From an optimization exercise on the open Yosys and OpenROAD flow, aimed at small area and a short achievable clock period; shortcuts taken in it are not production practice. No functional check of the RTL was part of any run shown here.

## flow/design.v (module list and top-level ports; edited modules follow where they fit)
// module plastic_neuron: 1369 lines
// module pn_inv: 3 lines
// module pn_nand2: 3 lines
// module pn_nor2: 3 lines
// module pn_xor2: 3 lines
// module pn_xnor2: 3 lines
// module pn_aoi21: 3 lines
// module pn_oai21: 3 lines
// module pn_fa: 4 lines
// module pn_ha: 4 lines
module plastic_neuron (
    input wire clk,
    input wire rst,
    input wire [15:0] input_signal,
    input wire [15:0] feedback_error,
    input wire enable_learning,
    output wire [31:0] output_signal
);
  // ...
==> flow/flow/run.sh <==
#!/bin/bash
# Layout flow: the standard flow (standard.sh), with the standard
# synthesis unchanged, and the I/O port buffers made from the plain buffer
# family (buf_N) instead of the delay-buffer cells buffer_ports picks on its
# own, so that repair_timing can size them. Each step's output goes to its
# own log in this folder.
set -euo pipefail
bash standard.sh synth > synth.log 2>&1
bash standard.sh BUFFER_PORTS_ARGS="-buffer_cell sky130_fd_sc_hd__buf_4" finish > layout.log 2>&1
==> flow/standard.sh <==
#!/bin/bash
# synth_recipe.tcl (not shown) runs the flow's synth.tcl, then flattens the netlist and writes it again
# the make line also repeats each setting of config.mk as NAME=value (left out here)
make -C /OpenROAD-flow-scripts/flow DESIGN_CONFIG=/design/flow/config.mk WORK_HOME=/design/flow/orfs CLKGATE_MAP_FILE= SYNTH_SCRIPT=/design/flow/synth_recipe.tcl "${@:-finish}"
==> flow/config.mk <==
export PLATFORM = sky130hd
export DESIGN_NAME = plastic_neuron
export DESIGN_NICKNAME = plastic_neuron
export VERILOG_FILES = /design/flow/design.v
export SDC_FILE = /design/flow/constraint.sdc
export NUM_CORES = 4
export LEC_CHECK = 0
export CAP_MARGIN = 20
export CORE_MARGIN = 2
export CORE_UTILIZATION = 40
export SETUP_SLACK_MARGIN = 3.3
export SLEW_MARGIN = 20
export SYNTH_HIERARCHICAL = 1
==> flow/constraint.sdc <==
create_clock -name core_clock -period 7.0 [get_ports {clk}]
set_input_delay 1.4000 -clock core_clock [delete_from_list [all_inputs] [get_ports {clk}]]
set_output_delay 1.4000 -clock core_clock [all_outputs]
set_load 0.01 [all_outputs]
==> results.toml, run 1 <==
[cts]
h-tree-depth = 3
hold_buffers = 0
cts_setup_buffers = 18

[yosys]
ys_async_sr_fraction = 1.00
synth.mux.area_fraction = 0.00122
yosysMostFrequentCell = "xnor2_1"
synth.distinct_cells = 37

[hold_path]
hp-class = "flop to flop"

[layout]
most-common-layout-cells = "119 x xnor2_1, 86 x nand2_1, 82 x buf_4"
stdcell_area_um2 = 10600
clkbuf_count = 10

[floorplan]
io_pins = 67
fp-row-count = 55
tap_cells = 285

[setup_path]
path_cells = "buf_4, a22oi_1, xnor2_1, fa_1, fa_1, fa_1, fa_2"
cp-start-kind = "input pin"

[outcome]
status = "complete, no violations"

[timing]
finClkSkew_ns = 0.0157
finalCritPeriodShare = 0.523

[grt]
use_met1 = 0.291

[detailed_routing]
routedWlPerCell_um = 20.0
dr.pass1.iters = 6
antenna_left = 0
wirelength_met1_um = 11400

[flow_run]
drv_cap = 0
==> run 2, diff against run 1 <==
--- a/flow/design.v
+++ b/flow/design.v
@@ -534,233 +534,145 @@
   wire pt496;
   wire pg497;
   wire pt498;
   wire pg499;
   wire pt500;
   wire pg501;
   wire pt502;
   wire pg503;
-  wire pt504;
-  wire pg505;
-  wire pt506;
-  wire pg507;
-  wire pt508;
-  wire pg509;
-  wire pt510;
-  wire pg511;
-  wire pt512;
-  wire pg513;
-  wire pt514;
-  wire pg515;
-  wire pt516;
-  wire pg517;
-  wire pt518;
-  wire pg519;
-  wire pt520;
-  wire pg521;
-  wire pt522;
-  wire pg523;
-  wire pt524;
-  wire pg525;
-  wire pt526;
-  wire pg527;
-  wire pt528;
-  wire pg529;
-  wire pt530;
-  wire iv531;
+  wire pg504;
+  wire pt505;
+  wire pg506;
+  wire pt507;
+  wire pg508;
+  wire pt509;
+  wire pg510;
+  wire pt511;
+  wire pg512;
+  wire pt513;
+  wire pg514;
+  wire pt515;
+  wire pg516;
+  wire pt517;
+  wire pg518;
+  wire pt519;
+  wire pg520;
+  wire pt521;
+  wire pg522;
+  wire pt523;
+  wire pg524;
+  wire pt525;
+  wire pg526;
+  wire pt527;
+  wire pg528;
+  wire pt529;
+  wire iv530;
+  wire pg531;
   wire pg532;
   wire pg533;
-  wire pg534;
-  wire pt535;
-  wire pg536;
-  wire pt537;
-  wire pg538;
-  wire pt539;
-  wire pg540;
-  wire pt541;
-  wire pg542;
-  wire pt543;
-  wire pg544;
-  wire pt545;
-  wire pg546;
-  wire pt547;
-  wire pg548;
-  wire pt549;
-  wire pg550;
-  wire pt551;
-  wire pg552;
-  wire pt553;
-  wire pg554;
-  wire pt555;
-  wire pg556;
-  wire pt557;
+  wire pt534;
+  wire pg535;
+  wire pt536;
+  wire pg537;
+  wire pt538;
+  wire pg539;
+  wire pt540;
+  wire pg541;
+  wire pt542;
+  wire pg543;
+  wire pt544;
+  wire pg545;
+  wire pt546;
+  wire pg547;
+  wire pt548;
+  wire pg549;
+  wire pt550;
+  wire pg551;
+  wire pt552;
+  wire pg553;
+  wire pt554;
+  wire pg555;
+  wire iv556;
+  wire pg557;
   wire pg558;
-  wire pt559;
+  wire pg559;
   wire pg560;
   wire pt561;
   wire pg562;
   wire pt563;
   wire pg564;
   wire pt565;
   wire pg566;
   wire pt567;
   wire pg568;
   wire pt569;
   wire pg570;
   wire pt571;
   wire pg572;
   wire pt573;
   wire pg574;
-  wire pt575;
-  wire pg576;
-  wire pt577;
-  wire pg578;
-  wire pt579;
+  wire pg575;
+  wire iv576;
+  wire pg577;
+  wire iv578;
+  wire pg579;
   wire pg580;
-  wire pt581;
+  wire pg581;
   wire pg582;
-  wire pt583;
+  wire pg583;
   wire pg584;
-  wire pt585;
+  wire pg585;
   wire pg586;
-  wire iv587;
+  wire pg587;
   wire pg588;
   wire pg589;
   wire pg590;
-  wire pg591;
-  wire pt592;
-  wire pg593;
-  wire pt594;
-  wire pg595;
-  wire pt596;
-  wire pg597;
-  wire pt598;
-  wire pg599;
-  wire pt600;
-  wire pg601;
-  wire pt602;
-  wire pg603;
-  wire pt604;
-  wire pg605;
-  wire pt606;
-  wire pg607;
-  wire pt608;
-  wire pg609;
-  wire pt610;
-  wire pg611;
-  wire pt612;
-  wire pg613;
-  wire pt614;
-  wire pg615;
-  wire pt616;
-  wire pg617;
-  wire pt618;
-  wire pg619;
-  wire pt620;
-  wire pg621;
-  wire pt622;
-  wire pg623;
-  wire pt624;
-  wire pg625;
-  wire pt626;
-  wire pg627;
-  wire pt628;
-  wire pg629;
-  wire pt630;
-  wire pg631;
-  wire pt632;
-  wire pg633;
-  wire pt634;
-  wire pg635;
-  wire pg636;
-  wire iv637;
-  wire pg638;
-  wire iv639;
-  wire pg640;
-  wire pg641;
-  wire pg642;
-  wire pg643;
-  wire pg644;
-  wire pg645;
-  wire pt646;
-  wire pg647;
-  wire pt648;
-  wire pg649;
-  wire pt650;
-  wire pg651;
-  wire pt652;
-  wire pg653;
-  wire pt654;
-  wire pg655;
-  wire pt656;
-  wire pg657;
-  wire pt658;
-  wire pg659;
-  wire pt660;
-  wire pg661;
-  wire pt662;
-  wire pg663;
-  wire pt664;
-  wire pg665;
-  wire pt666;
-  wire pg667;
-  wire pt668;
-  wire pg669;
-  wire pt670;
-  wire pg671;
-  wire pt672;
-  wire pg673;
-  wire pg674;
-  wire pg675;
-  wire pg676;
-  wire iv677;
-  wire pg678;
-  wire iv679;
-  wire pg680;
-  wire iv681;
-  wire pg682;
-  wire iv683;
-  wire pg684;
-  wire pg685;
-  wire pg686;
-  wire pg687;
-  wire pg688;
-  wire pg689;
-  wire pg690;
-  wire as691;
-  wire as692;
-  wire as693;
-  wire as694;
-  wire as695;
-  wire as696;
-  wire as697;
-  wire as698;
-  wire as699;
-  wire as700;
-  wire as701;
-  wire as702;
-  wire as703;
-  wire as704;
-  wire as705;
-  wire as706;
-  wire as707;
-  wire as708;
-  wire as709;
-  wire as710;
-  wire as711;
-  wire as712;
-  wire as713;
-  wire as714;
-  wire as715;
-  wire as716;
-  wire as717;
-  wire as718;
-  wire as719;
-  wire as720;
+  wire iv591;
+  wire pg592;
+  wire iv593;
+  wire pg594;
+  wire iv595;
+  wire pg596;
+  wire iv597;
+  wire pg598;
+  wire iv599;
+  wire pg600;
+  wire iv601;
+  wire pg602;
+  wire as603;
+  wire as604;
+  wire as605;
+  wire as606;
+  wire as607;
+  wire as608;
+  wire as609;
+  wire as610;
+  wire as611;
+  wire as612;
+  wire as613;
+  wire as614;
+  wire as615;
+  wire as616;
+  wire as617;
+  wire as618;
+  wire as619;
+  wire as620;
+  wire as621;
+  wire as622;
+  wire as623;
+  wire as624;
+  wire as625;
+  wire as626;
+  wire as627;
+  wire as628;
+  wire as629;
+  wire as630;
+  wire as631;
+  wire as632;
   reg [62:0] cut_q;
   assign pp1 = ((input_signal[0] & one0) ^ neg0);
   assign pp2 = (((input_signal[1] & one0) | (input_signal[0] & two0)) ^ neg0);
   assign pp3 = (((input_signal[2] & one0) | (input_signal[1] & two0)) ^ neg0);
   assign pp4 = (((input_signal[3] & one0) | (input_signal[2] & two0)) ^ neg0);
   assign pp5 = (((input_signal[4] & one0) | (input_signal[3] & two0)) ^ neg0);
   assign pp6 = (((input_signal[5] & one0) | (input_signal[4] & two0)) ^ neg0);
   assign pp7 = (((input_signal[6] & one0) | (input_signal[5] & two0)) ^ neg0);
@@ -1107,280 +1019,198 @@
   pn_nor2 u_at467 (.a(cut_q[24]), .b(cut_q[55]), .y(at467));
   pn_nor2 u_at468 (.a(cut_q[25]), .b(cut_q[56]), .y(at468));
   pn_nor2 u_at469 (.a(cut_q[26]), .b(cut_q[57]), .y(at469));
   pn_nor2 u_at470 (.a(cut_q[27]), .b(cut_q[58]), .y(at470));
   pn_nor2 u_at471 (.a(cut_q[28]), .b(cut_q[59]), .y(at471));
   pn_nor2 u_at472 (.a(cut_q[29]), .b(cut_q[60]), .y(at472));
   pn_nor2 u_at473 (.a(cut_q[30]), .b(cut_q[61]), .y(at473));
   pn_oai21 u_pg474 (.g1(ag416), .t1(at445), .g0(ag415), .y(pg474));
-  pn_oai21 u_pg475 (.g1(ag417), .t1(at446), .g0(ag416), .y(pg475));
-  pn_nor2 u_pt476 (.a(at446), .b(at445), .y(pt476));
-  pn_oai21 u_pg477 (.g1(ag418), .t1(at447), .g0(ag417), .y(pg477));
-  pn_nor2 u_pt478 (.a(at447), .b(at446), .y(pt478));
-  pn_oai21 u_pg479 (.g1(ag419), .t1(at448), .g0(ag418), .y(pg479));
-  pn_nor2 u_pt480 (.a(at448), .b(at447), .y(pt480));
-  pn_oai21 u_pg481 (.g1(ag420), .t1(at449), .g0(ag419), .y(pg481));
-  pn_nor2 u_pt482 (.a(at449), .b(at448), .y(pt482));
-  pn_oai21 u_pg483 (.g1(ag421), .t1(at450), .g0(ag420), .y(pg483));
-  pn_nor2 u_pt484 (.a(at450), .b(at449), .y(pt484));
-  pn_oai21 u_pg485 (.g1(ag422), .t1(at451), .g0(ag421), .y(pg485));
-  pn_nor2 u_pt486 (.a(at451), .b(at450), .y(pt486));
-  pn_oai21 u_pg487 (.g1(ag423), .t1(at452), .g0(ag422), .y(pg487));
-  pn_nor2 u_pt488 (.a(at452), .b(at451), .y(pt488));
-  pn_oai21 u_pg489 (.g1(ag424), .t1(at453), .g0(ag423), .y(pg489));
-  pn_nor2 u_pt490 (.a(at453), .b(at452), .y(pt490));
-  pn_oai21 u_pg491 (.g1(ag425), .t1(at454), .g0(ag424), .y(pg491));
-  pn_nor2 u_pt492 (.a(at454), .b(at453), .y(pt492));
-  pn_oai21 u_pg493 (.g1(ag426), .t1(at455), .g0(ag425), .y(pg493));
-  pn_nor2 u_pt494 (.a(at455), .b(at454), .y(pt494));
-  pn_oai21 u_pg495 (.g1(ag427), .t1(at456), .g0(ag426), .y(pg495));
-  pn_nor2 u_pt496 (.a(at456), .b(at455), .y(pt496));
-  pn_oai21 u_pg497 (.g1(ag428), .t1(at457), .g0(ag427), .y(pg497));
-  pn_nor2 u_pt498 (.a(at457), .b(at456), .y(pt498));
-  pn_oai21 u_pg499 (.g1(ag429), .t1(at458), .g0(ag428), .y(pg499));
-  pn_nor2 u_pt500 (.a(at458), .b(at457), .y(pt500));
-  pn_oai21 u_pg501 (.g1(ag430), .t1(at459), .g0(ag429), .y(pg501));
-  pn_nor2 u_pt502 (.a(at459), .b(at458), .y(pt502));
-  pn_oai21 u_pg503 (.g1(ag431), .t1(at460), .g0(ag430), .y(pg503));
-  pn_nor2 u_pt504 (.a(at460), .b(at459), .y(pt504));
-  pn_oai21 u_pg505 (.g1(ag432), .t1(at461), .g0(ag431), .y(pg505));
-  pn_nor2 u_pt506 (.a(at461), .b(at460), .y(pt506));
-  pn_oai21 u_pg507 (.g1(ag433), .t1(at462), .g0(ag432), .y(pg507));
-  pn_nor2 u_pt508 (.a(at462), .b(at461), .y(pt508));
-  pn_oai21 u_pg509 (.g1(ag434), .t1(at463), .g0(ag433), .y(pg509));
-  pn_nor2 u_pt510 (.a(at463), .b(at462), .y(pt510));
-  pn_oai21 u_pg511 (.g1(ag435), .t1(at464), .g0(ag434), .y(pg511));
-  pn_nor2 u_pt512 (.a(at464), .b(at463), .y(pt512));
-  pn_oai21 u_pg513 (.g1(ag436), .t1(at465), .g0(ag435), .y(pg513));
-  pn_nor2 u_pt514 (.a(at465), .b(at464), .y(pt514));
-  pn_oai21 u_pg515 (.g1(ag437), .t1(at466), .g0(ag436), .y(pg515));
-  pn_nor2 u_pt516 (.a(at466), .b(at465), .y(pt516));
-  pn_oai21 u_pg517 (.g1(ag438), .t1(at467), .g0(ag437), .y(pg517));
-  pn_nor2 u_pt518 (.a(at467), .b(at466), .y(pt518));
-  pn_oai21 u_pg519 (.g1(ag439), .t1(at468), .g0(ag438), .y(pg519));
-  pn_nor2 u_pt520 (.a(at468), .b(at467), .y(pt520));
-  pn_oai21 u_pg521 (.g1(ag440), .t1(at469), .g0(ag439), .y(pg521));
-  pn_nor2 u_pt522 (.a(at469), .b(at468), .y(pt522));
-  pn_oai21 u_pg523 (.g1(ag441), .t1(at470), .g0(ag440), .y(pg523));
-  pn_nor2 u_pt524 (.a(at470), .b(at469), .y(pt524));
-  pn_oai21 u_pg525 (.g1(ag442), .t1(at471), .g0(ag441), .y(pg525));
-  pn_nor2 u_pt526 (.a(at471), .b(at470), .y(pt526));
-  pn_oai21 u_pg527 (.g1(ag443), .t1(at472), .g0(ag442), .y(pg527));
-  pn_nor2 u_pt528 (.a(at472), .b(at471), .y(pt528));
-  pn_oai21 u_pg529 (.g1(ag444), .t1(at473), .g0(ag443), .y(pg529));
-  pn_nor2 u_pt530 (.a(at473), .b(at472), .y(pt530));
-  pn_inv u_iv531 (.a(ag415), .y(iv531));
-  pn_aoi21 u_pg532 (.g1(pg475), .t1(pt476), .g0(iv531), .y(pg532));
-  pn_aoi21 u_pg533 (.g1(pg477), .t1(pt478), .g0(pg474), .y(pg533));
-  pn_aoi21 u_pg534 (.g1(pg479), .t1(pt480), .g0(pg475), .y(pg534));
-  pn_nand2 u_pt535 (.a(pt480), .b(pt476), .y(pt535));
-  pn_aoi21 u_pg536 (.g1(pg481), .t1(pt482), .g0(pg477), .y(pg536));
-  pn_nand2 u_pt537 (.a(pt482), .b(pt478), .y(pt537));
-  pn_aoi21 u_pg538 (.g1(pg483), .t1(pt484), .g0(pg479), .y(pg538));
-  pn_nand2 u_pt539 (.a(pt484), .b(pt480), .y(pt539));
-  pn_aoi21 u_pg540 (.g1(pg485), .t1(pt486), .g0(pg481), .y(pg540));
-  pn_nand2 u_pt541 (.a(pt486), .b(pt482), .y(pt541));
-  pn_aoi21 u_pg542 (.g1(pg487), .t1(pt488), .g0(pg483), .y(pg542));
-  pn_nand2 u_pt543 (.a(pt488), .b(pt484), .y(pt543));
-  pn_aoi21 u_pg544 (.g1(pg489), .t1(pt490), .g0(pg485), .y(pg544));
-  pn_nand2 u_pt545 (.a(pt490), .b(pt486), .y(pt545));
-  pn_aoi21 u_pg546 (.g1(pg491), .t1(pt492), .g0(pg487), .y(pg546));
-  pn_nand2 u_pt547 (.a(pt492), .b(pt488), .y(pt547));
-  pn_aoi21 u_pg548 (.g1(pg493), .t1(pt494), .g0(pg489), .y(pg548));
-  pn_nand2 u_pt549 (.a(pt494), .b(pt490), .y(pt549));
-  pn_aoi21 u_pg550 (.g1(pg495), .t1(pt496), .g0(pg491), .y(pg550));
-  pn_nand2 u_pt551 (.a(pt496), .b(pt492), .y(pt551));
-  pn_aoi21 u_pg552 (.g1(pg497), .t1(pt498), .g0(pg493), .y(pg552));
-  pn_nand2 u_pt553 (.a(pt498), .b(pt494), .y(pt553));
-  pn_aoi21 u_pg554 (.g1(pg499), .t1(pt500), .g0(pg495), .y(pg554));
-  pn_nand2 u_pt555 (.a(pt500), .b(pt496), .y(pt555));
-  pn_aoi21 u_pg556 (.g1(pg501), .t1(pt502), .g0(pg497), .y(pg556));
-  pn_nand2 u_pt557 (.a(pt502), .b(pt498), .y(pt557));
-  pn_aoi21 u_pg558 (.g1(pg503), .t1(pt504), .g0(pg499), .y(pg558));
-  pn_nand2 u_pt559 (.a(pt504), .b(pt500), .y(pt559));
-  pn_aoi21 u_pg560 (.g1(pg505), .t1(pt506), .g0(pg501), .y(pg560));
-  pn_nand2 u_pt561 (.a(pt506), .b(pt502), .y(pt561));
-  pn_aoi21 u_pg562 (.g1(pg507), .t1(pt508), .g0(pg503), .y(pg562));
-  pn_nand2 u_pt563 (.a(pt508), .b(pt504), .y(pt563));
-  pn_aoi21 u_pg564 (.g1(pg509), .t1(pt510), .g0(pg505), .y(pg564));
-  pn_nand2 u_pt565 (.a(pt510), .b(pt506), .y(pt565));
-  pn_aoi21 u_pg566 (.g1(pg511), .t1(pt512), .g0(pg507), .y(pg566));
-  pn_nand2 u_pt567 (.a(pt512), .b(pt508), .y(pt567));
-  pn_aoi21 u_pg568 (.g1(pg513), .t1(pt514), .g0(pg509), .y(pg568));
-  pn_nand2 u_pt569 (.a(pt514), .b(pt510), .y(pt569));
-  pn_aoi21 u_pg570 (.g1(pg515), .t1(pt516), .g0(pg511), .y(pg570));
-  pn_nand2 u_pt571 (.a(pt516), .b(pt512), .y(pt571));
-  pn_aoi21 u_pg572 (.g1(pg517), .t1(pt518), .g0(pg513), .y(pg572));
-  pn_nand2 u_pt573 (.a(pt518), .b(pt514), .y(pt573));
-  pn_aoi21 u_pg574 (.g1(pg519), .t1(pt520), .g0(pg515), .y(pg574));
-  pn_nand2 u_pt575 (.a(pt520), .b(pt516), .y(pt575));
-  pn_aoi21 u_pg576 (.g1(pg521), .t1(pt522), .g0(pg517), .y(pg576));
-  pn_nand2 u_pt577 (.a(pt522), .b(pt518), .y(pt577));
-  pn_aoi21 u_pg578 (.g1(pg523), .t1(pt524), .g0(pg519), .y(pg578));
-  pn_nand2 u_pt579 (.a(pt524), .b(pt520), .y(pt579));
-  pn_aoi21 u_pg580 (.g1(pg525), .t1(pt526), .g0(pg521), .y(pg580));
-  pn_nand2 u_pt581 (.a(pt526), .b(pt522), .y(pt581));
-  pn_aoi21 u_pg582 (.g1(pg527), .t1(pt528), .g0(pg523), .y(pg582));
-  pn_nand2 u_pt583 (.a(pt528), .b(pt524), .y(pt583));
-  pn_aoi21 u_pg584 (.g1(pg529), .t1(pt530), .g0(pg525), .y(pg584));
-  pn_nand2 u_pt585 (.a(pt530), .b(pt526), .y(pt585));
-  pn_oai21 u_pg586 (.g1(pg534), .t1(pt535), .g0(ag415), .y(pg586));
-  pn_inv u_iv587 (.a(pg474), .y(iv587));
-  pn_oai21 u_pg588 (.g1(pg536), .t1(pt537), .g0(iv587), .y(pg588));
-  pn_oai21 u_pg589 (.g1(pg538), .t1(pt539), .g0(pg532), .y(pg589));
-  pn_oai21 u_pg590 (.g1(pg540), .t1(pt541), .g0(pg533), .y(pg590));
-  pn_oai21 u_pg591 (.g1(pg542), .t1(pt543), .g0(pg534), .y(pg591));
-  pn_nor2 u_pt592 (.a(pt543), .b(pt535), .y(pt592));
-  pn_oai21 u_pg593 (.g1(pg544), .t1(pt545), .g0(pg536), .y(pg593));
-  pn_nor2 u_pt594 (.a(pt545), .b(pt537), .y(pt594));
-  pn_oai21 u_pg595 (.g1(pg546), .t1(pt547), .g0(pg538), .y(pg595));
-  pn_nor2 u_pt596 (.a(pt547), .b(pt539), .y(pt596));
-  pn_oai21 u_pg597 (.g1(pg548), .t1(pt549), .g0(pg540), .y(pg597));
-  pn_nor2 u_pt598 (.a(pt549), .b(pt541), .y(pt598));
-  pn_oai21 u_pg599 (.g1(pg550), .t1(pt551), .g0(pg542), .y(pg599));
-  pn_nor2 u_pt600 (.a(pt551), .b(pt543), .y(pt600));
-  pn_oai21 u_pg601 (.g1(pg552), .t1(pt553), .g0(pg544), .y(pg601));
-  pn_nor2 u_pt602 (.a(pt553), .b(pt545), .y(pt602));
-  pn_oai21 u_pg603 (.g1(pg554), .t1(pt555), .g0(pg546), .y(pg603));
-  pn_nor2 u_pt604 (.a(pt555), .b(pt547), .y(pt604));
-  pn_oai21 u_pg605 (.g1(pg556), .t1(pt557), .g0(pg548), .y(pg605));
-  pn_nor2 u_pt606 (.a(pt557), .b(pt549), .y(pt606));
-  pn_oai21 u_pg607 (.g1(pg558), .t1(pt559), .g0(pg550), .y(pg607));
-  pn_nor2 u_pt608 (.a(pt559), .b(pt551), .y(pt608));
-  pn_oai21 u_pg609 (.g1(pg560), .t1(pt561), .g0(pg552), .y(pg609));
-  pn_nor2 u_pt610 (.a(pt561), .b(pt553), .y(pt610));
-  pn_oai21 u_pg611 (.g1(pg562), .t1(pt563), .g0(pg554), .y(pg611));
-  pn_nor2 u_pt612 (.a(pt563), .b(pt555), .y(pt612));
-  pn_oai21 u_pg613 (.g1(pg564), .t1(pt565), .g0(pg556), .y(pg613));
-  pn_nor2 u_pt614 (.a(pt565), .b(pt557), .y(pt614));
-  pn_oai21 u_pg615 (.g1(pg566), .t1(pt567), .g0(pg558), .y(pg615));
-  pn_nor2 u_pt616 (.a(pt567), .b(pt559), .y(pt616));
-  pn_oai21 u_pg617 (.g1(pg568), .t1(pt569), .g0(pg560), .y(pg617));
-  pn_nor2 u_pt618 (.a(pt569), .b(pt561), .y(pt618));
-  pn_oai21 u_pg619 (.g1(pg570), .t1(pt571), .g0(pg562), .y(pg619));
-  pn_nor2 u_pt620 (.a(pt571), .b(pt563), .y(pt620));
-  pn_oai21 u_pg621 (.g1(pg572), .t1(pt573), .g0(pg564), .y(pg621));
-  pn_nor2 u_pt622 (.a(pt573), .b(pt565), .y(pt622));
-  pn_oai21 u_pg623 (.g1(pg574), .t1(pt575), .g0(pg566), .y(pg623));
-  pn_nor2 u_pt624 (.a(pt575), .b(pt567), .y(pt624));
-  pn_oai21 u_pg625 (.g1(pg576), .t1(pt577), .g0(pg568), .y(pg625));
-  pn_nor2 u_pt626 (.a(pt577), .b(pt569), .y(pt626));
-  pn_oai21 u_pg627 (.g1(pg578), .t1(pt579), .g0(pg570), .y(pg627));
-  pn_nor2 u_pt628 (.a(pt579), .b(pt571), .y(pt628));
-  pn_oai21 u_pg629 (.g1(pg580), .t1(pt581), .g0(pg572), .y(pg629));
-  pn_nor2 u_pt630 (.a(pt581), .b(pt573), .y(pt630));
-  pn_oai21 u_pg631 (.g1(pg582), .t1(pt583), .g0(pg574), .y(pg631));
-  pn_nor2 u_pt632 (.a(pt583), .b(pt575), .y(pt632));
-  pn_oai21 u_pg633 (.g1(pg584), .t1(pt585), .g0(pg576), .y(pg633));
-  pn_nor2 u_pt634 (.a(pt585), .b(pt577), .y(pt634));
-  pn_aoi21 u_pg635 (.g1(pg591), .t1(pt592), .g0(iv531), .y(pg635));
-  pn_aoi21 u_pg636 (.g1(pg593), .t1(pt594), .g0(pg474), .y(pg636));
-  pn_inv u_iv637 (.a(pg532), .y(iv637));
-  pn_aoi21 u_pg638 (.g1(pg595), .t1(pt596), .g0(iv637), .y(pg638));
-  pn_inv u_iv639 (.a(pg533), .y(iv639));
-  pn_aoi21 u_pg640 (.g1(pg597), .t1(pt598), .g0(iv639), .y(pg640));
-  pn_aoi21 u_pg641 (.g1(pg599), .t1(pt600), .g0(pg586), .y(pg641));
-  pn_aoi21 u_pg642 (.g1(pg601), .t1(pt602), .g0(pg588), .y(pg642));
-  pn_aoi21 u_pg643 (.g1(pg603), .t1(pt604), .g0(pg589), .y(pg643));
-  pn_aoi21 u_pg644 (.g1(pg605), .t1(pt606), .g0(pg590), .y(pg644));
-  pn_aoi21 u_pg645 (.g1(pg607), .t1(pt608), .g0(pg591), .y(pg645));
-  pn_nand2 u_pt646 (.a(pt608), .b(pt592), .y(pt646));
-  pn_aoi21 u_pg647 (.g1(pg609), .t1(pt610), .g0(pg593), .y(pg647));
-  pn_nand2 u_pt648 (.a(pt610), .b(pt594), .y(pt648));
-  pn_aoi21 u_pg649 (.g1(pg611), .t1(pt612), .g0(pg595), .y(pg649));
-  pn_nand2 u_pt650 (.a(pt612), .b(pt596), .y(pt650));
-  pn_aoi21 u_pg651 (.g1(pg613), .t1(pt614), .g0(pg597), .y(pg651));
-  pn_nand2 u_pt652 (.a(pt614), .b(pt598), .y(pt652));
-  pn_aoi21 u_pg653 (.g1(pg615), .t1(pt616), .g0(pg599), .y(pg653));
-  pn_nand2 u_pt654 (.a(pt616), .b(pt600), .y(pt654));
-  pn_aoi21 u_pg655 (.g1(pg617), .t1(pt618), .g0(pg601), .y(pg655));
-  pn_nand2 u_pt656 (.a(pt618), .b(pt602), .y(pt656));
-  pn_aoi21 u_pg657 (.g1(pg619), .t1(pt620), .g0(pg603), .y(pg657));
-  pn_nand2 u_pt658 (.a(pt620), .b(pt604), .y(pt658));
-  pn_aoi21 u_pg659 (.g1(pg621), .t1(pt622), .g0(pg605), .y(pg659));
-  pn_nand2 u_pt660 (.a(pt622), .b(pt606), .y(pt660));
-  pn_aoi21 u_pg661 (.g1(pg623), .t1(pt624), .g0(pg607), .y(pg661));
-  pn_nand2 u_pt662 (.a(pt624), .b(pt608), .y(pt662));
-  pn_aoi21 u_pg663 (.g1(pg625), .t1(pt626), .g0(pg609), .y(pg663));
-  pn_nand2 u_pt664 (.a(pt626), .b(pt610), .y(pt664));
-  pn_aoi21 u_pg665 (.g1(pg627), .t1(pt628), .g0(pg611), .y(pg665));
-  pn_nand2 u_pt666 (.a(pt628), .b(pt612), .y(pt666));
-  pn_aoi21 u_pg667 (.g1(pg629), .t1(pt630), .g0(pg613), .y(pg667));
-  pn_nand2 u_pt668 (.a(pt630), .b(pt614), .y(pt668));
-  pn_aoi21 u_pg669 (.g1(pg631), .t1(pt632), .g0(pg615), .y(pg669));
-  pn_nand2 u_pt670 (.a(pt632), .b(pt616), .y(pt670));
-  pn_aoi21 u_pg671 (.g1(pg633), .t1(pt634), .g0(pg617), .y(pg671));
-  pn_nand2 u_pt672 (.a(pt634), .b(pt618), .y(pt672));
-  pn_oai21 u_pg673 (.g1(pg645), .t1(pt646), .g0(ag415), .y(pg673));
-  pn_oai21 u_pg674 (.g1(pg647), .t1(pt648), .g0(iv587), .y(pg674));
-  pn_oai21 u_pg675 (.g1(pg649), .t1(pt650), .g0(pg532), .y(pg675));
-  pn_oai21 u_pg676 (.g1(pg651), .t1(pt652), .g0(pg533), .y(pg676));
-  pn_inv u_iv677 (.a(pg586), .y(iv677));
-  pn_oai21 u_pg678 (.g1(pg653), .t1(pt654), .g0(iv677), .y(pg678));
-  pn_inv u_iv679 (.a(pg588), .y(iv679));
-  pn_oai21 u_pg680 (.g1(pg655), .t1(pt656), .g0(iv679), .y(pg680));
-  pn_inv u_iv681 (.a(pg589), .y(iv681));
-  pn_oai21 u_pg682 (.g1(pg657), .t1(pt658), .g0(iv681), .y(pg682));
-  pn_inv u_iv683 (.a(pg590), .y(iv683));
-  pn_oai21 u_pg684 (.g1(pg659), .t1(pt660), .g0(iv683), .y(pg684));
-  pn_oai21 u_pg685 (.g1(pg661), .t1(pt662), .g0(pg635), .y(pg685));
-  pn_oai21 u_pg686 (.g1(pg663), .t1(pt664), .g0(pg636), .y(pg686));
-  pn_oai21 u_pg687 (.g1(pg665), .t1(pt666), .g0(pg638), .y(pg687));
-  pn_oai21 u_pg688 (.g1(pg667), .t1(pt668), .g0(pg640), .y(pg688));
-  pn_oai21 u_pg689 (.g1(pg669), .t1(pt670), .g0(pg641), .y(pg689));
-  pn_oai21 u_pg690 (.g1(pg671), .t1(pt672), .g0(pg642), .y(pg690));
-  pn_xnor2 u_as691 (.a(ap385), .b(ag415), .y(as691));
-  pn_xor2 u_as692 (.a(ap386), .b(pg474), .y(as692));
-  pn_xnor2 u_as693 (.a(ap387), .b(pg532), .y(as693));
-  pn_xnor2 u_as694 (.a(ap388), .b(pg533), .y(as694));
-  pn_xor2 u_as695 (.a(ap389), .b(pg586), .y(as695));
-  pn_xor2 u_as696 (.a(ap390), .b(pg588), .y(as696));
-  pn_xor2 u_as697 (.a(ap391), .b(pg589), .y(as697));
-  pn_xor2 u_as698 (.a(ap392), .b(pg590), .y(as698));
-  pn_xnor2 u_as699 (.a(ap393), .b(pg635), .y(as699));
-  pn_xnor2 u_as700 (.a(ap394), .b(pg636), .y(as700));
-  pn_xnor2 u_as701 (.a(ap395), .b(pg638), .y(as701));
-  pn_xnor2 u_as702 (.a(ap396), .b(pg640), .y(as702));
-  pn_xnor2 u_as703 (.a(ap397), .b(pg641), .y(as703));
-  pn_xnor2 u_as704 (.a(ap398), .b(pg642), .y(as704));
-  pn_xnor2 u_as705 (.a(ap399), .b(pg643), .y(as705));
-  pn_xnor2 u_as706 (.a(ap400), .b(pg644), .y(as706));
-  pn_xor2 u_as707 (.a(ap401), .b(pg673), .y(as707));
-  pn_xor2 u_as708 (.a(ap402), .b(pg674), .y(as708));
-  pn_xor2 u_as709 (.a(ap403), .b(pg675), .y(as709));
-  pn_xor2 u_as710 (.a(ap404), .b(pg676), .y(as710));
-  pn_xor2 u_as711 (.a(ap405), .b(pg678), .y(as711));
-  pn_xor2 u_as712 (.a(ap406), .b(pg680), .y(as712));
-  pn_xor2 u_as713 (.a(ap407), .b(pg682), .y(as713));
-  pn_xor2 u_as714 (.a(ap408), .b(pg684), .y(as714));
-  pn_xor2 u_as715 (.a(ap409), .b(pg685), .y(as715));
-  pn_xor2 u_as716 (.a(ap410), .b(pg686), .y(as716));
-  pn_xor2 u_as717 (.a(ap411), .b(pg687), .y(as717));
-  pn_xor2 u_as718 (.a(ap412), .b(pg688), .y(as718));
-  pn_xor2 u_as719 (.a(ap413), .b(pg689), .y(as719));
-  pn_xor2 u_as720 (.a(ap414), .b(pg690), .y(as720));
+  pn_oai21 u_pg475 (.g1(ag418), .t1(at447), .g0(ag417), .y(pg475));
+  pn_nor2 u_pt476 (.a(at447), .b(at446), .y(pt476));
+  pn_oai21 u_pg477 (.g1(ag420), .t1(at449), .g0(ag419), .y(pg477));
+  pn_nor2 u_pt478 (.a(at449), .b(at448), .y(pt478));
+  pn_oai21 u_pg479 (.g1(ag422), .t1(at451), .g0(ag421), .y(pg479));
+  pn_nor2 u_pt480 (.a(at451), .b(at450), .y(pt480));
+  pn_oai21 u_pg481 (.g1(ag424), .t1(at453), .g0(ag423), .y(pg481));
+  pn_nor2 u_pt482 (.a(at453), .b(at452), .y(pt482));
+  pn_oai21 u_pg483 (.g1(ag426), .t1(at455), .g0(ag425), .y(pg483));
+  pn_nor2 u_pt484 (.a(at455), .b(at454), .y(pt484));
+  pn_oai21 u_pg485 (.g1(ag428), .t1(at457), .g0(ag427), .y(pg485));
+  pn_nor2 u_pt486 (.a(at457), .b(at456), .y(pt486));
+  pn_oai21 u_pg487 (.g1(ag430), .t1(at459), .g0(ag429), .y(pg487));
+  pn_nor2 u_pt488 (.a(at459), .b(at458), .y(pt488));
+  pn_oai21 u_pg489 (.g1(ag432), .t1(at461), .g0(ag431), .y(pg489));
+  pn_nor2 u_pt490 (.a(at461), .b(at460), .y(pt490));
+  pn_oai21 u_pg491 (.g1(ag434), .t1(at463), .g0(ag433), .y(pg491));
+  pn_nor2 u_pt492 (.a(at463), .b(at462), .y(pt492));
+  pn_oai21 u_pg493 (.g1(ag436), .t1(at465), .g0(ag435), .y(pg493));
+  pn_nor2 u_pt494 (.a(at465), .b(at464), .y(pt494));
+  pn_oai21 u_pg495 (.g1(ag438), .t1(at467), .g0(ag437), .y(pg495));
+  pn_nor2 u_pt496 (.a(at467), .b(at466), .y(pt496));
+  pn_oai21 u_pg497 (.g1(ag440), .t1(at469), .g0(ag439), .y(pg497));
+  pn_nor2 u_pt498 (.a(at469), .b(at468), .y(pt498));
+  pn_oai21 u_pg499 (.g1(ag442), .t1(at471), .g0(ag441), .y(pg499));
+  pn_nor2 u_pt500 (.a(at471), .b(at470), .y(pt500));
+  pn_oai21 u_pg501 (.g1(ag444), .t1(at473), .g0(ag443), .y(pg501));
+  pn_nor2 u_pt502 (.a(at473), .b(at472), .y(pt502));
+  pn_aoi21 u_pg503 (.g1(pg475), .t1(pt476), .g0(pg474), .y(pg503));
+  pn_aoi21 u_pg504 (.g1(pg477), .t1(pt478), .g0(pg475), .y(pg504));
+  pn_nand2 u_pt505 (.a(pt478), .b(pt476), .y(pt505));
+  pn_aoi21 u_pg506 (.g1(pg479), .t1(pt480), .g0(pg477), .y(pg506));
+  pn_nand2 u_pt507 (.a(pt480), .b(pt478), .y(pt507));
+  pn_aoi21 u_pg508 (.g1(pg481), .t1(pt482), .g0(pg479), .y(pg508));
+  pn_nand2 u_pt509 (.a(pt482), .b(pt480), .y(pt509));
+  pn_aoi21 u_pg510 (.g1(pg483), .t1(pt484), .g0(pg481), .y(pg510));
+  pn_nand2 u_pt511 (.a(pt484), .b(pt482), .y(pt511));
+  pn_aoi21 u_pg512 (.g1(pg485), .t1(pt486), .g0(pg483), .y(pg512));
+  pn_nand2 u_pt513 (.a(pt486), .b(pt484), .y(pt513));
+  pn_aoi21 u_pg514 (.g1(pg487), .t1(pt488), .g0(pg485), .y(pg514));
+  pn_nand2 u_pt515 (.a(pt488), .b(pt486), .y(pt515));
+  pn_aoi21 u_pg516 (.g1(pg489), .t1(pt490), .g0(pg487), .y(pg516));
+  pn_nand2 u_pt517 (.a(pt490), .b(pt488), .y(pt517));
+  pn_aoi21 u_pg518 (.g1(pg491), .t1(pt492), .g0(pg489), .y(pg518));
+  pn_nand2 u_pt519 (.a(pt492), .b(pt490), .y(pt519));
+  pn_aoi21 u_pg520 (.g1(pg493), .t1(pt494), .g0(pg491), .y(pg520));
+  pn_nand2 u_pt521 (.a(pt494), .b(pt492), .y(pt521));
+  pn_aoi21 u_pg522 (.g1(pg495), .t1(pt496), .g0(pg493), .y(pg522));
+  pn_nand2 u_pt523 (.a(pt496), .b(pt494), .y(pt523));
+  pn_aoi21 u_pg524 (.g1(pg497), .t1(pt498), .g0(pg495), .y(pg524));
+  pn_nand2 u_pt525 (.a(pt498), .b(pt496), .y(pt525));
+  pn_aoi21 u_pg526 (.g1(pg499), .t1(pt500), .g0(pg497), .y(pg526));
+  pn_nand2 u_pt527 (.a(pt500), .b(pt498), .y(pt527));
+  pn_aoi21 u_pg528 (.g1(pg501), .t1(pt502), .g0(pg499), .y(pg528));
+  pn_nand2 u_pt529 (.a(pt502), .b(pt500), .y(pt529));
+  pn_inv u_iv530 (.a(pg474), .y(iv530));
+  pn_oai21 u_pg531 (.g1(pg504), .t1(pt505), .g0(iv530), .y(pg531));
+  pn_oai21 u_pg532 (.g1(pg506), .t1(pt507), .g0(pg503), .y(pg532));
+  pn_oai21 u_pg533 (.g1(pg508), .t1(pt509), .g0(pg504), .y(pg533));
+  pn_nor2 u_pt534 (.a(pt509), .b(pt505), .y(pt534));
+  pn_oai21 u_pg535 (.g1(pg510), .t1(pt511), .g0(pg506), .y(pg535));
+  pn_nor2 u_pt536 (.a(pt511), .b(pt507), .y(pt536));
+  pn_oai21 u_pg537 (.g1(pg512), .t1(pt513), .g0(pg508), .y(pg537));
+  pn_nor2 u_pt538 (.a(pt513), .b(pt509), .y(pt538));
+  pn_oai21 u_pg539 (.g1(pg514), .t1(pt515), .g0(pg510), .y(pg539));
+  pn_nor2 u_pt540 (.a(pt515), .b(pt511), .y(pt540));
+  pn_oai21 u_pg541 (.g1(pg516), .t1(pt517), .g0(pg512), .y(pg541));
+  pn_nor2 u_pt542 (.a(pt517), .b(pt513), .y(pt542));
+  pn_oai21 u_pg543 (.g1(pg518), .t1(pt519), .g0(pg514), .y(pg543));
+  pn_nor2 u_pt544 (.a(pt519), .b(pt515), .y(pt544));
+  pn_oai21 u_pg545 (.g1(pg520), .t1(pt521), .g0(pg516), .y(pg545));
+  pn_nor2 u_pt546 (.a(pt521), .b(pt517), .y(pt546));
+  pn_oai21 u_pg547 (.g1(pg522), .t1(pt523), .g0(pg518), .y(pg547));
+  pn_nor2 u_pt548 (.a(pt523), .b(pt519), .y(pt548));
+  pn_oai21 u_pg549 (.g1(pg524), .t1(pt525), .g0(pg520), .y(pg549));
+  pn_nor2 u_pt550 (.a(pt525), .b(pt521), .y(pt550));
+  pn_oai21 u_pg551 (.g1(pg526), .t1(pt527), .g0(pg522), .y(pg551));
+  pn_nor2 u_pt552 (.a(pt527), .b(pt523), .y(pt552));
+  pn_oai21 u_pg553 (.g1(pg528), .t1(pt529), .g0(pg524), .y(pg553));
+  pn_nor2 u_pt554 (.a(pt529), .b(pt525), .y(pt554));
+  pn_aoi21 u_pg555 (.g1(pg533), .t1(pt534), .g0(pg474), .y(pg555));
+  pn_inv u_iv556 (.a(pg503), .y(iv556));
+  pn_aoi21 u_pg557 (.g1(pg535), .t1(pt536), .g0(iv556), .y(pg557));
+  pn_aoi21 u_pg558 (.g1(pg537), .t1(pt538), .g0(pg531), .y(pg558));
+  pn_aoi21 u_pg559 (.g1(pg539), .t1(pt540), .g0(pg532), .y(pg559));
+  pn_aoi21 u_pg560 (.g1(pg541), .t1(pt542), .g0(pg533), .y(pg560));
+  pn_nand2 u_pt561 (.a(pt542), .b(pt534), .y(pt561));
+  pn_aoi21 u_pg562 (.g1(pg543), .t1(pt544), .g0(pg535), .y(pg562));
+  pn_nand2 u_pt563 (.a(pt544), .b(pt536), .y(pt563));
+  pn_aoi21 u_pg564 (.g1(pg545), .t1(pt546), .g0(pg537), .y(pg564));
+  pn_nand2 u_pt565 (.a(pt546), .b(pt538), .y(pt565));
+  pn_aoi21 u_pg566 (.g1(pg547), .t1(pt548), .g0(pg539), .y(pg566));
+  pn_nand2 u_pt567 (.a(pt548), .b(pt540), .y(pt567));
+  pn_aoi21 u_pg568 (.g1(pg549), .t1(pt550), .g0(pg541), .y(pg568));
+  pn_nand2 u_pt569 (.a(pt550), .b(pt542), .y(pt569));
+  pn_aoi21 u_pg570 (.g1(pg551), .t1(pt552), .g0(pg543), .y(pg570));
+  pn_nand2 u_pt571 (.a(pt552), .b(pt544), .y(pt571));
+  pn_aoi21 u_pg572 (.g1(pg553), .t1(pt554), .g0(pg545), .y(pg572));
+  pn_nand2 u_pt573 (.a(pt554), .b(pt546), .y(pt573));
+  pn_oai21 u_pg574 (.g1(pg560), .t1(pt561), .g0(iv530), .y(pg574));
+  pn_oai21 u_pg575 (.g1(pg562), .t1(pt563), .g0(pg503), .y(pg575));
+  pn_inv u_iv576 (.a(pg531), .y(iv576));
+  pn_oai21 u_pg577 (.g1(pg564), .t1(pt565), .g0(iv576), .y(pg577));
+  pn_inv u_iv578 (.a(pg532), .y(iv578));
+  pn_oai21 u_pg579 (.g1(pg566), .t1(pt567), .g0(iv578), .y(pg579));
+  pn_oai21 u_pg580 (.g1(pg568), .t1(pt569), .g0(pg555), .y(pg580));
+  pn_oai21 u_pg581 (.g1(pg570), .t1(pt571), .g0(pg557), .y(pg581));
+  pn_oai21 u_pg582 (.g1(pg572), .t1(pt573), .g0(pg558), .y(pg582));
+  pn_oai21 u_pg583 (.g1(ag417), .t1(at446), .g0(iv530), .y(pg583));
+  pn_oai21 u_pg584 (.g1(ag419), .t1(at448), .g0(pg503), .y(pg584));
+  pn_oai21 u_pg585 (.g1(ag421), .t1(at450), .g0(iv576), .y(pg585));
+  pn_oai21 u_pg586 (.g1(ag423), .t1(at452), .g0(iv578), .y(pg586));
+  pn_oai21 u_pg587 (.g1(ag425), .t1(at454), .g0(pg555), .y(pg587));
+  pn_oai21 u_pg588 (.g1(ag427), .t1(at456), .g0(pg557), .y(pg588));
+  pn_oai21 u_pg589 (.g1(ag429), .t1(at458), .g0(pg558), .y(pg589));
+  pn_oai21 u_pg590 (.g1(ag431), .t1(at460), .g0(pg559), .y(pg590));
+  pn_inv u_iv591 (.a(pg574), .y(iv591));
+  pn_oai21 u_pg592 (.g1(ag433), .t1(at462), .g0(iv591), .y(pg592));
+  pn_inv u_iv593 (.a(pg575), .y(iv593));
+  pn_oai21 u_pg594 (.g1(ag435), .t1(at464), .g0(iv593), .y(pg594));
+  pn_inv u_iv595 (.a(pg577), .y(iv595));
+  pn_oai21 u_pg596 (.g1(ag437), .t1(at466), .g0(iv595), .y(pg596));
+  pn_inv u_iv597 (.a(pg579), .y(iv597));
+  pn_oai21 u_pg598 (.g1(ag439), .t1(at468), .g0(iv597), .y(pg598));
+  pn_inv u_iv599 (.a(pg580), .y(iv599));
+  pn_oai21 u_pg600 (.g1(ag441), .t1(at470), .g0(iv599), .y(pg600));
+  pn_inv u_iv601 (.a(pg581), .y(iv601));
+  pn_oai21 u_pg602 (.g1(ag443), .t1(at472), .g0(iv601), .y(pg602));
+  pn_xnor2 u_as603 (.a(ap385), .b(ag415), .y(as603));
+  pn_xor2 u_as604 (.a(ap386), .b(pg474), .y(as604));
+  pn_xor2 u_as605 (.a(ap387), .b(pg583), .y(as605));
+  pn_xnor2 u_as606 (.a(ap388), .b(pg503), .y(as606));
+  pn_xor2 u_as607 (.a(ap389), .b(pg584), .y(as607));
+  pn_xor2 u_as608 (.a(ap390), .b(pg531), .y(as608));
+  pn_xor2 u_as609 (.a(ap391), .b(pg585), .y(as609));
+  pn_xor2 u_as610 (.a(ap392), .b(pg532), .y(as610));
+  pn_xor2 u_as611 (.a(ap393), .b(pg586), .y(as611));
+  pn_xnor2 u_as612 (.a(ap394), .b(pg555), .y(as612));
+  pn_xor2 u_as613 (.a(ap395), .b(pg587), .y(as613));
+  pn_xnor2 u_as614 (.a(ap396), .b(pg557), .y(as614));
+  pn_xor2 u_as615 (.a(ap397), .b(pg588), .y(as615));
+  pn_xnor2 u_as616 (.a(ap398), .b(pg558), .y(as616));
+  pn_xor2 u_as617 (.a(ap399), .b(pg589), .y(as617));
+  pn_xnor2 u_as618 (.a(ap400), .b(pg559), .y(as618));
+  pn_xor2 u_as619 (.a(ap401), .b(pg590), .y(as619));
+  pn_xor2 u_as620 (.a(ap402), .b(pg574), .y(as620));
+  pn_xor2 u_as621 (.a(ap403), .b(pg592), .y(as621));
+  pn_xor2 u_as622 (.a(ap404), .b(pg575), .y(as622));
+  pn_xor2 u_as623 (.a(ap405), .b(pg594), .y(as623));
+  pn_xor2 u_as624 (.a(ap406), .b(pg577), .y(as624));
+  pn_xor2 u_as625 (.a(ap407), .b(pg596), .y(as625));
+  pn_xor2 u_as626 (.a(ap408), .b(pg579), .y(as626));
+  pn_xor2 u_as627 (.a(ap409), .b(pg598), .y(as627));
+  pn_xor2 u_as628 (.a(ap410), .b(pg580), .y(as628));
+  pn_xor2 u_as629 (.a(ap411), .b(pg600), .y(as629));
+  pn_xor2 u_as630 (.a(ap412), .b(pg581), .y(as630));
+  pn_xor2 u_as631 (.a(ap413), .b(pg602), .y(as631));
+  pn_xor2 u_as632 (.a(ap414), .b(pg582), .y(as632));
   always @(posedge clk or posedge rst) begin
     if (rst) begin
       cut_q <= 63'd0;
     end else begin
       cut_q <= {1'b1, s381, s379, s377, s375, s373, s371, s369, s367, s365, s363, s361, s359, s357, s355, s353, s351, s349, s347, s345, s343, s341, s339, s337, s335, s333, s331, s329, s327, neg1, losum383[1], c382, c380, c378, c376, c374, c372, c370, c368, c366, c364, c362, c360, c358, c356, c354, c352, c350, c348, c346, c344, c342, c340, c338, c336, c334, c332, c330, c328, c326, s325, pp2, losum383[0]};
     end
   end
-  assign output_signal = {{as720, as719, as718, as717, as716, as715, as714, as713, as712, as711, as710, as709, as708, as707, as706, as705, as704, as703, as702, as701, as700, as699, as698, as697, as696, as695, as694, as693, as692, as691, ap384}, {cut_q[0]}};
+  assign output_signal = {{as632, as631, as630, as629, as628, as627, as626, as625, as624, as623, as622, as621, as620, as619, as618, as617, as616, as615, as614, as613, as612, as611, as610, as609, as608, as607, as606, as605, as604, as603, ap384}, {cut_q[0]}};
 endmodule
 module pn_inv (input wire a, output wire y);
   assign y = ~a;
 endmodule
 module pn_nand2 (input wire a, input wire b, output wire y);
   assign y = ~(a & b);
 endmodule
 module pn_nor2 (input wire a, input wire b, output wire y);
   assign y = ~(a | b);
 endmodule
+module pn_nand3 (input wire a, input wire b, input wire c, output wire y);
+  assign y = ~(a & b & c);
+endmodule
+module pn_xor2e (input wire a, input wire b, input wire e, output wire y);
+  assign y = (a ^ b) & e;
+endmodule
 module pn_xor2 (input wire a, input wire b, output wire y);
   assign y = a ^ b;
 endmodule
 module pn_xnor2 (input wire a, input wire b, output wire y);
   assign y = ~(a ^ b);
 endmodule
 module pn_aoi21 (input wire g1, input wire t1, input wire g0, output wire y);
   assign y = ~(g1 | (t1 & g0));
==> flow/config.mk (replaced) <==
export PLATFORM = sky130hd
export DESIGN_NAME = plastic_neuron
export DESIGN_NICKNAME = plastic_neuron
export VERILOG_FILES = /design/flow/design.v
export SDC_FILE = /design/flow/constraint.sdc
export NUM_CORES = 4
export LEC_CHECK = 0
export CAP_MARGIN = 20
export CORE_MARGIN = 2
export CORE_UTILIZATION = 40
export SETUP_SLACK_MARGIN = 3.0
export SLEW_MARGIN = 20
export SYNTH_HIERARCHICAL = 1
==> results.toml, run 2 <==
[timing]
tns_ns = 0
finalMaxSlewViolations = 0
max_freq_mhz = 257
finClkSkew_ns = 0.0154
setup_viol = 0
hold_viol = 0
relSlewSlack = 0.557
min_period_ns = 3.89
finalCritPeriodShare = 0.556
max_slew.worst_pin.slew_ns = 0.664
rsz0062_at_grt = "yes"

[yosys]
syn_nets = 1058
synth.distinct_cells = 37
synth_edf_count = 0
synthCells = 896
synth_area_um2 = 8720
synth_area_per_cell_um2 = 9.74
synth-seq-cells = 77
yosys-top-cells-area = "fa_1 21%, dfrtp_1 20%, xnor2_1 12%"
synth_top_area_share = 0.207
synth_common_cells = "123 x xnor2_1, 98 x a22oi_1, 90 x fa_1"
ys_async_sr_fraction = 1.00
ys.flop_type = "dfrtp_1"
ys_warn_count = 7
yosysMostFrequentCell = "xnor2_1"
ys_seq_area_frac = 0.222
synth_area_leader_cell = "fa_1"

[setup_path]
crit_top_cell = "inv_1"
slowest_delay_ns = 0.36
cp_slowest_cell = "dfrtp_1"
reg2reg_to = "cut_q[50]"
reg2reg_from = "weight[9]"
cp_num_buf_inv = 4
critPathKind = "flop to primary output"
rr_worst_depth = 7
cp.arrival_ns = 2.49
cp.depth = 10
critPathMaxFanout = 4
cp.required_ns = 5.60
r2r_slack_ns = 3.13
cp_top_family = "compound AO/OA/AOI/OAI gates"
path_cells = "nand2_1, o21ai_4, inv_1, o21ai_2, inv_1, o21ai_2, inv_1, o21ai_1, xor2_1, buf_4"
crit_path_end_kind = "primary output"
cp-start-kind = "flop"

[cts]
cts_num_sinks = 77
hold_buffers = 0
cts_root_buf = "clkbuf_16"
cts_tree = "yes"
numCtsBuffers = 9
cts_max_path_buffers = 2
clk_latency_ns = 0.36
h-tree-depth = 3
path_clk_slew_ns = 0.07

[detailed_routing]
drtIter0Drc = 369
drt_wl_total_um = 21900
via_per_inst = 5.30
drc_errors = 0
dr.pass1.iters = 5
routedWlPerCell_um = 18.7
num_vias = 6204
antenna_left = 0

[placement]
portBuffers = 65
globalplace.congestion = 0.862
hpwl_um = 16100
dpl_cell_area_um2 = 9160

[floorplan]
die-area_um2 = 23000
die_x_um = 152
fp-row-count = 54
start_util = 0.403
die_y_um = 152
io_pins = 67
design.core.area_um2 = 21600

[hold_path]
min_to = "weight[8]"
hold_start = "weight[8]"
hp-class = "flop to flop"
whs_path_depth = 1

[grt]
use_met1 = 0.272
grt_overflow = 0
met3_usage = 0.0284
grt_pass1_wl_um = 34300
antenna_found_initial = 0
grtUsageTotal = 0.197
grt_pass1_vias = 6202
grt_max_degree = 54
use_met2 = 0.322
grt_busiest_layer = "met2"

[layout]
antennaDiodeCount = 0
area_growth_pct = 10.4
regMostFlops = "cut_q"
stdcell_area_um2 = 9630
final_common_cell = "xnor2_1"
nets = 1048
most-common-layout-cells = "122 x xnor2_1, 87 x a22oi_1, 84 x fa_1"
drive_gt1_frac = 0.185
largest_register_ffs = 62
reg_top3 = "cut_q: 62 flops, weight: 15 flops"

[flow_run]
drv_cap = 0

[outcome]
status = "complete, no violations"
-- run 2: changes by cell type after synthesis --
| cell | previous run | this run |
|---|---|---|
| xor2_1 | 68 | 73 |
| nor2_1 | 87 | 62 |
| a21oi_2 | 50 | 25 |
| inv_1 | 17 | 19 |
| xnor2_1 | 128 | 123 |
| nand2_1 | 87 | 67 |
| o21ai_1 | 75 | 55 |
-- run 2: worst max-delay path by stage --
stage                               start                 to
after detailed placement        weight[3]          cut_q[51]
after CTS                        cut_q[1]  output_signal[24]
after global placement          weight[3]          cut_q[51]
after floorplan           input_signal[9]          cut_q[44]
final                            cut_q[1]  output_signal[24]
after global routing             cut_q[1]  output_signal[24]
-- run 2: routing by layer --
| metal | share of wire | wire (µm) | vias up |
|---|---|---|---|
| li1 | - | - | 2945 |
| met1 | 0.45 | 9810 | 3040 |
| met2 | 0.48 | 10500 | 188 |
| met3 | 0.052 | 1150 | 31 |
| met4 | 0.020 | 437 | 0 |
| met5 | 0 | 0 | - |
-- run 2: layout make-up --
| class | count | area, µm² |
|---|---|---|
| Multi-Input combinational cell | 698 | 6290 |
| Fill cell | 2091 | 12000 |
| Sequential cell | 77 | 1950 |
| Tap cell | 280 | 350 |
| Clock inverter | 5 | 108 |
| Timing Repair Buffer | 80 | 612 |
| Inverter | 20 | 78.8 |
| Clock buffer | 11 | 243 |
-- run 2: through the flow --
step,std cells,util,hold WS [ns],setup WS [ns]
floorplan,896,-,0.385,2.96
global placement,1151,0.424,0.514,2.50
detailed placement,1151,0.424,0.512,2.43
CTS,1168,0.443,0.527,3.02
global route,1171,0.445,0.545,2.99
finish,1171,0.445,0.527,3.11
-- run 2: repair_timing --
action	CTS	global route
gates resized for setup	14	8
setup buffers	1	3
hold endpoints to repair	0	0
cloned	0	0
pin swaps	0	1
setup endpoints to repair	40	20
-- run 2: modules after synthesis, one instance, submodules excluded --
| module | copies in the design | cell area (µm²) | flops+latches | cells |
|---|---|---|---|---|
| pn_nor2 | 54 | 3.75 | 0 | 1 |
| pn_oai21 | 49 | 5.00 | 0 | 1 |
| pn_nand2 | 50 | 3.75 | 0 | 1 |
| plastic_neuron | 1 | 5130 | 77 | 528 |
| pn_xor2 | 55 | 8.76 | 0 | 1 |
| pn_ha | 29 | 12.5 | 0 | 1 |
| pn_inv | 10 | 3.75 | 0 | 1 |
| pn_aoi21 | 25 | 8.76 | 0 | 1 |
| pn_fa | 90 | 20.0 | 0 | 1 |
| pn_xnor2 | 6 | 8.76 | 0 | 1 |
-- run 2: kinds of logic (layout without fill, tap and decap cells) --
| family | count (synthesis) | count (layout) | synth area share |
|---|---|---|---|
| xor+xnor | 196 | 196 | 0.197 |
| simple gates | 177 | 177 | 0.0925 |
| fa+ha+maj | 127 | 127 | 0.260 |
| other cells | 2 | 2 | 0.000861 |
| mux | 1 | 1 | 0.00129 |
| flops | 77 | 77 | 0.222 |
| buf+inv | 121 | 116 | 0.0730 |
| compound gates | 195 | 195 | 0.154 |

[static timing again, ports no longer ideal]
How much do the figures lean on ideal ports? The routed layouts below were timed once more, with nothing changed but the port constraints.
Step 1 sets driving cells, clkbuf_16 on the clock port and buf_2 on the other inputs (assumed; they add their load-dependent delay and slew).
Step 2 moves the port delays by t, midway between the first and last clock arrival at a register: inputs arrive t later, outputs are due t later. That takes back most of the time a late clock gives input paths.
Three values: no drivers, after step 1, after step 2; two values: the first two.
| run | t (ns) | slack for setup (ns) | worst data-port slew with drivers (ns) | cell pins on the clock port's net |
|---|---|---|---|---|
| run 1 | 0.399 | 3.336 / 3.333 / 2.934 | 0.06 | 1 |
| run 2 | 0.394 | 3.105 / 3.059 / 2.748 | 0.03 | 1 |
After both steps setup and hold are still met in every run listed. The setup slack of run 1, which loses most, moves by -0.003 ns with the drivers and by -0.402 ns with both steps.
